Source: an optimization exercise on an open RTL-to-GDS flow (aim: small area). Production flows keep margins and buffers that such runs may drop. The RTL was checked by simulation tests, not by an equivalence proof against the original design. Power is estimated from default activity; no workload was simulated.

==> 04-03: inputs <==
==> flow/design.v (excerpt) <==
module axi4_straddle_convertor #
(
    parameter integer AXI_TUSER_L        = 161,
    parameter integer BUFFER_SIZE        = 4
)
(
    input wire                                  ACLK,
    input wire                                  ARESETN,
    input wire [AXI_TUSER_L-1:0]               S_AXIS_TUSER,
    input wire [511:0]                         S_AXIS_TDATA,
    input wire [15:0]                          S_AXIS_TKEEP,
    input wire                                 S_AXIS_TLAST,
    input wire                                 S_AXIS_TVALID,
    output wire                                S_AXIS_TREADY,
    output wire [AXI_TUSER_L-1:0]              M_AXIS_TUSER,
    output wire [511:0]                        M_AXIS_TDATA,
    output wire [15:0]                         M_AXIS_TKEEP,
    output wire                                M_AXIS_TLAST,
    output wire                                M_AXIS_TVALID,
    input wire                                 M_AXIS_TREADY,
    output reg [1:0]                           error_invalid_state
);
Settings: LEC_CHECK=0, CAP_MARGIN=40, CORE_MARGIN=2, CORE_UTILIZATION=70, CTS_BUF_LIST=sky130_fd_sc_hd__clkbuf_16, CTS_CLUSTER_DIAMETER=60, CTS_CLUSTER_SIZE=30, SLEW_MARGIN=40, SYNTH_HIERARCHICAL=1, SYNTH_MINIMUM_KEEP_SIZE=0; clock period 6.0 ns.
standard.sh (not shown) runs the stock make flow with config.mk's settings and CLKGATE_MAP_FILE= SYNTH_SCRIPT=/design/flow/synth_recipe.tcl, a recipe that flattens the netlist after the stock synthesis.
==> flow/flow/run.sh <==
#!/bin/bash
# Standard synthesis and layout, with two changes: the ports are buffered with buf_1
# (instead of the resizer's default pick), and the clock tree is built without dummy loads.
set -euo pipefail
CTS="-sink_clustering_enable -repair_clock_nets -buf_list sky130_fd_sc_hd__clkbuf_16"
CTS="$CTS -sink_clustering_size 26 -sink_clustering_max_diameter 80 -dont_use_dummy_load"
bash standard.sh synth > synth.log 2>&1
bash standard.sh "BUFFER_PORTS_ARGS=-buffer_cell sky130_fd_sc_hd__buf_1" "CTS_ARGS=$CTS" finish > layout.log 2>&1
==> 02-06: changes against 04-03 <==
--- a/flow/design.v
+++ b/flow/design.v
@@ -28,60 +28,62 @@
 reg [1:0] write_ptr0, read_ptr0;
 reg [1:0] write_ptr1, read_ptr1;
 reg       lane0_filled0, lane0_filled1;
 reg       buffer0_full, buffer1_full;
 reg [1:0] tlp_active;
-reg       lane_x;
+reg [3:0] byte_lane_tracker;
 reg       old_tlp;
 reg [3:0] buffer0_eop, buffer1_eop;
 reg       reading_from_buffer0;
 reg       output_is_sop;
 assign S_AXIS_TREADY = !buffer0_full && !buffer1_full;
 wire s_fire = S_AXIS_TVALID && S_AXIS_TREADY;
 reg [1:0] tlp_cur, tlp_nxt;
-reg       x_cur, x_nxt;
+reg [3:0] blt_cur, blt_nxt;
 reg       old_cur;
 reg       illegal_sop, illegal_eop;
-wire      sp0z = (is_sop0_ptr == 2'b00);
 always @(*) begin
     tlp_cur = tlp_active;
-    x_cur   = lane_x;
+    blt_cur = byte_lane_tracker;
     old_cur = old_tlp;
     illegal_sop = 1'b0;
     casez ({is_sop[1:0], tlp_active})
-        4'b11??: begin tlp_cur = 2'b11; x_cur = 1'b0;  old_cur = 1'b0; end
-        4'b0100: begin tlp_cur = 2'b01; x_cur = !sp0z; old_cur = 1'b0; end
-        4'b0101: begin tlp_cur = 2'b11; x_cur = sp0z;  old_cur = 1'b0; end
-        4'b0110: begin tlp_cur = 2'b11; x_cur = !sp0z; old_cur = 1'b1; end
+        4'b11??: begin tlp_cur = 2'b11; blt_cur = 4'b1001; old_cur = 1'b0; end
+        4'b0100: begin tlp_cur = 2'b01; blt_cur = (is_sop0_ptr == 2'b00) ? 4'b0011 : 4'b0010; old_cur = 1'b0; end
+        4'b0101: begin tlp_cur = 2'b11; blt_cur = (is_sop0_ptr == 2'b00) ? 4'b0110 : 4'b1001; old_cur = 1'b0; end
+        4'b0110: begin tlp_cur = 2'b11; blt_cur = (is_sop0_ptr == 2'b00) ? 4'b1001 : 4'b0110; old_cur = 1'b1; end
         4'b00??: ;
         default: illegal_sop = 1'b1;
     endcase
     tlp_nxt = tlp_cur;
-    x_nxt   = x_cur;
+    blt_nxt = blt_cur;
     illegal_eop = 1'b0;
     casez ({is_eop[1:0], tlp_cur})
-        4'b1111: begin tlp_nxt = 2'b00; x_nxt = 1'b0; end
-        4'b0111: begin tlp_nxt = old_cur ? 2'b01 : 2'b10; x_nxt = 1'b0; end
-        4'b0101: begin tlp_nxt = 2'b00; x_nxt = 1'b0; end
-        4'b0110: begin tlp_nxt = 2'b00; x_nxt = 1'b0; end
+        4'b1111: begin tlp_nxt = 2'b00; blt_nxt = 4'b0000; end
+        4'b0111: begin tlp_nxt = old_cur ? 2'b01 : 2'b10; blt_nxt = old_cur ? 4'b0011 : 4'b1100; end
+        4'b0101: begin tlp_nxt = 2'b00; blt_nxt = 4'b0000; end
+        4'b0110: begin tlp_nxt = 2'b00; blt_nxt = 4'b0000; end
         4'b00??: ;
         default: illegal_eop = 1'b1;
     endcase
 end
+reg [15:0] mask0, mask1;
+integer m;
+always @(*) begin
+    for (m = 0; m < 16; m = m + 1) begin
+        mask0[m] = S_AXIS_TKEEP[m] && (m <= is_eop0_ptr);
+        mask1[m] = S_AXIS_TKEEP[m] && (m <= is_eop1_ptr);
+    end
+end
 wire end0 = tlp_cur[0] && !tlp_nxt[0];
 wire end1 = tlp_cur[1] && !tlp_nxt[1];
-wire [3:0] eptr0 = (is_eop[0] && !old_cur) ? is_eop0_ptr : is_eop1_ptr;
-wire [3:0] eptr1 = (is_eop[1] &&  old_cur) ? is_eop0_ptr : is_eop1_ptr;
-function [7:0] half_mask(input h, input [3:0] e);
-    integer k;
-    for (k = 0; k < 8; k = k + 1)
-        half_mask[k] = h ? (e[3] && k <= e[2:0]) : (e[3] || k <= e[2:0]);
-endfunction
+wire [15:0] km0 = end0 ? ((is_eop[0] && !old_cur) ? mask0 : mask1) : S_AXIS_TKEEP;
+wire [15:0] km1 = end1 ? ((is_eop[1] &&  old_cur) ? mask0 : mask1) : S_AXIS_TKEEP;
 wire       act0 = s_fire && tlp_cur[0];
 wire       act1 = s_fire && tlp_cur[1];
-wire [1:0] l0 = !tlp_cur[0] ? 2'b00 : x_cur ? 2'b10 : tlp_cur[1] ? 2'b01 : 2'b11;
-wire [1:0] l1 = !tlp_cur[1] ? 2'b00 : !tlp_cur[0] ? 2'b11 : x_cur ? 2'b01 : 2'b10;
+wire [1:0] l0 = blt_cur[1:0];
+wire [1:0] l1 = blt_cur[3:2];
 wire [1:0] nwp0 = write_ptr0 + 2'd1;
 wire [1:0] nwp1 = write_ptr1 + 2'd1;
 wire wlo0  = act0 && !lane0_filled0 && (l0 != 2'b00);
 wire whi0  = act0 && ((l0 == 2'b11) || (lane0_filled0 && l0 != 2'b00));
 wire wlon0 = act0 && lane0_filled0 && (l0 == 2'b11);
@@ -100,60 +102,36 @@
     straddle_muxi u_hi0 (.s(shi0), .a(S_AXIS_TDATA[b]), .b(S_AXIS_TDATA[256+b]), .y(din_hi0[b]));
     straddle_muxi u_lo1 (.s(slo1), .a(S_AXIS_TDATA[b]), .b(S_AXIS_TDATA[256+b]), .y(din_lo1[b]));
     straddle_muxi u_hi1 (.s(shi1), .a(S_AXIS_TDATA[b]), .b(S_AXIS_TDATA[256+b]), .y(din_hi1[b]));
 end
 endgenerate
-wire [7:0] klo0 = slo0 ? S_AXIS_TKEEP[15:8] : S_AXIS_TKEEP[7:0];
-wire [7:0] khi0 = shi0 ? S_AXIS_TKEEP[15:8] : S_AXIS_TKEEP[7:0];
-wire [7:0] klo1 = slo1 ? S_AXIS_TKEEP[15:8] : S_AXIS_TKEEP[7:0];
-wire [7:0] khi1 = shi1 ? S_AXIS_TKEEP[15:8] : S_AXIS_TKEEP[7:0];
-wire [7:0] kin_lo0 = ~(klo0 & (end0 ? half_mask(slo0, eptr0) : 8'hff));
-wire [7:0] kin_hi0 = ~(khi0 & (end0 ? half_mask(shi0, eptr0) : 8'hff));
-wire [7:0] kin_lo1 = ~(klo1 & (end1 ? half_mask(slo1, eptr1) : 8'hff));
-wire [7:0] kin_hi1 = ~(khi1 & (end1 ? half_mask(shi1, eptr1) : 8'hff));
+wire [7:0]   kin_lo0 = ~(slo0 ? km0[15:8] : km0[7:0]);
+wire [7:0]   kin_hi0 = ~(shi0 ? km0[15:8] : km0[7:0]);
+wire [7:0]   kin_lo1 = ~(slo1 ? km1[15:8] : km1[7:0]);
+wire [7:0]   kin_hi1 = ~(shi1 ? km1[15:8] : km1[7:0]);
 reg [255:0] d0_lo [0:3];
 reg [255:0] d0_hi [0:3];
 reg [255:0] d1_lo [0:3];
 reg [255:0] d1_hi [0:3];
 reg [7:0]   k0_lo [0:3];
 reg [7:0]   k0_hi [0:3];
 reg [7:0]   k1_lo [0:3];
 reg [7:0]   k1_hi [0:3];
-genvar e, k;
+genvar e;
 generate
 for (e = 0; e < 4; e = e + 1) begin : g_ent
     wire lo_we0 = (wlo0 && write_ptr0 == e) || (wlon0 && nwp0 == e);
     wire hi_we0 = whi0 && write_ptr0 == e;
     wire lo_we1 = (wlo1 && write_ptr1 == e) || (wlon1 && nwp1 == e);
     wire hi_we1 = whi1 && write_ptr1 == e;
-    wire kh_we0 = lo_we0 || hi_we0;
-    wire kh_we1 = lo_we1 || hi_we1;
-    wire [7:0] kh_d0 = hi_we0 ? kin_hi0 : 8'hff;
-    wire [7:0] kh_d1 = hi_we1 ? kin_hi1 : 8'hff;
-    wire [255:0] n_d0_lo, n_d0_hi, n_d1_lo, n_d1_hi;
-    wire [7:0]   n_k0_lo, n_k0_hi, n_k1_lo, n_k1_hi;
-    for (k = 0; k < 256; k = k + 1) begin : g_d
-        straddle_hold u_0l (.q(d0_lo[e][k]), .we(lo_we0), .nwe(!lo_we0), .d(din_lo0[k]), .y(n_d0_lo[k]));
-        straddle_hold u_0h (.q(d0_hi[e][k]), .we(hi_we0), .nwe(!hi_we0), .d(din_hi0[k]), .y(n_d0_hi[k]));
-        straddle_hold u_1l (.q(d1_lo[e][k]), .we(lo_we1), .nwe(!lo_we1), .d(din_lo1[k]), .y(n_d1_lo[k]));
-        straddle_hold u_1h (.q(d1_hi[e][k]), .we(hi_we1), .nwe(!hi_we1), .d(din_hi1[k]), .y(n_d1_hi[k]));
-    end
-    for (k = 0; k < 8; k = k + 1) begin : g_k
-        straddle_hold u_0l (.q(k0_lo[e][k]), .we(lo_we0), .nwe(!lo_we0), .d(kin_lo0[k]), .y(n_k0_lo[k]));
-        straddle_hold u_0h (.q(k0_hi[e][k]), .we(kh_we0), .nwe(!kh_we0), .d(kh_d0[k]),   .y(n_k0_hi[k]));
-        straddle_hold u_1l (.q(k1_lo[e][k]), .we(lo_we1), .nwe(!lo_we1), .d(kin_lo1[k]), .y(n_k1_lo[k]));
-        straddle_hold u_1h (.q(k1_hi[e][k]), .we(kh_we1), .nwe(!kh_we1), .d(kh_d1[k]),   .y(n_k1_hi[k]));
-    end
     always @(posedge ACLK) begin
-        d0_lo[e] <= n_d0_lo;
-        d0_hi[e] <= n_d0_hi;
-        d1_lo[e] <= n_d1_lo;
-        d1_hi[e] <= n_d1_hi;
-        k0_lo[e] <= n_k0_lo;
-        k0_hi[e] <= n_k0_hi;
-        k1_lo[e] <= n_k1_lo;
-        k1_hi[e] <= n_k1_hi;
+        if (lo_we0) begin d0_lo[e] <= din_lo0; k0_lo[e] <= kin_lo0; end
+        if (hi_we0) d0_hi[e] <= din_hi0;
+        if (lo_we0 || hi_we0) k0_hi[e] <= hi_we0 ? kin_hi0 : 8'hff;
+        if (lo_we1) begin d1_lo[e] <= din_lo1; k1_lo[e] <= kin_lo1; end
+        if (hi_we1) d1_hi[e] <= din_hi1;
+        if (lo_we1 || hi_we1) k1_hi[e] <= hi_we1 ? kin_hi1 : 8'hff;
     end
 end
 endgenerate
 wire has0 = (write_ptr0 != read_ptr0);
 wire has1 = (write_ptr1 != read_ptr1);
@@ -237,11 +215,11 @@
         write_ptr0 <= 2'd0;
         read_ptr0  <= 2'd0;
         write_ptr1 <= 2'd0;
         read_ptr1  <= 2'd0;
         tlp_active <= 2'b00;
-        lane_x <= 1'b0;
+        byte_lane_tracker <= 4'b0000;
         buffer0_full <= 1'b0;
         buffer1_full <= 1'b0;
         old_tlp <= 1'b0;
         buffer0_eop <= 4'b0000;
         buffer1_eop <= 4'b0000;
@@ -252,11 +230,11 @@
         error_invalid_state <= 2'b00;
         nsel_q <= 8'b1110_1111;
     end else begin
         if (s_fire) begin
             tlp_active <= tlp_nxt;
-            lane_x <= x_nxt;
+            byte_lane_tracker <= blt_nxt;
             old_tlp <= old_cur;
             error_invalid_state <= error_invalid_state | {illegal_sop, illegal_eop};
         end
         if (act0) begin
             if (end0) begin
@@ -293,13 +271,10 @@
         buffer0_full <= (nwp0 == read_ptr0) || (lane0_filled0 && (nwp0 + 2'd1 == read_ptr0));
         buffer1_full <= (nwp1 == read_ptr1) || (lane0_filled1 && (nwp1 + 2'd1 == read_ptr1));
     end
 end
 endmodule
-module straddle_hold (input wire q, input wire we, input wire nwe, input wire d, output wire y);
-assign y = (q | we) & (d | nwe);
-endmodule
 module straddle_muxi (input wire s, input wire a, input wire b, output wire y);
 assign y = ~(s ? b : a);
 endmodule
 module straddle_out8 (input wire [7:0] ns, input wire [7:0] q, output wire y);
 assign y = ~&(ns | q);
==> flow/flow/run.sh (replaced) <==
#!/bin/bash
# Standard synthesis and layout; the only change is the cell used to buffer the ports
# (buf_1 instead of the resizer's default pick).
set -euo pipefail
bash standard.sh synth > synth.log 2>&1
bash standard.sh "BUFFER_PORTS_ARGS=-buffer_cell sky130_fd_sc_hd__buf_1" finish > layout.log 2>&1
==> comparison table <==
| quantity | 04-03 | 02-06 |
|---|---|---|
| Result of the run | no timing/DRC/antenna violations | no timing/DRC/antenna violations |
| Switching share of power | 0.368 | 0.310 |
| Number of clock buffers in the layout | 184 | 208 |
| Overall Power | 89.6 mW | 67.0 mW |
| Fin util | 0.780 | 0.783 |
| Number of standard cells in the layout, taps in and fillers out | 17,400 | 13,498 |
| Via count | 146,130 | 100,052 |
| Synthesized-area fraction occupied by ao, oa, aoi and oai cells | 0.332 | 0.0910 |
| Clock Skews | 0.0778 ns | 0.0467 ns |
| Start point of the critical path | nsel_q[6] | nsel_q[7] |
| Area growth from synthesis to layout | 10.9% | 11.2% |
| Worst VDD drop | 440 uV | 364 uV |
| Floorplan die area | 224,000 sq um | 233,000 sq um |
| Yosys synthesis warning count | 23 | 15 |
| Post-DR wirelength/cell | 37.7 microns | 36.4 microns |
| Post-synthesis share of cell area spent on full adders, half adders and majority gates | 0.00330 | 0.00172 |
| Arrival time at the worst endpoint | 3.87 ns | 4.27 ns |
| Max Clock Freq | 197 MHz | 183 MHz |

-- afterwards: timing with drivers on the ports --
The results above use ideal ports. As a check the final layouts listed here were re-extracted and re-timed, cells and wires unchanged.
Step 1 assumes that a clkbuf_16 drives the clock port and a buf_2 every other input.
Step 2, shift: input delay + t, output delay - t, t = (earliest + latest rising clock arrival at the registers) / 2. This alone moves slack from input paths to output paths.
Slacks: ideal / step 1 / step 2; pairs: ideal / step 1.
run	t (ns)	slack for setup (ns)	slew at the worst register clock pin (ns)
04-03	0.972	0.928 / 0.818 / 0.592	0.10 / 0.10
02-06	1.014	0.535 / 0.423 / 0.704	0.11 / 0.11
After both steps every run listed still meets setup and hold. The setup slack of 04-03, which loses most, moves by -0.110 ns with the drivers and by -0.336 ns with both steps.
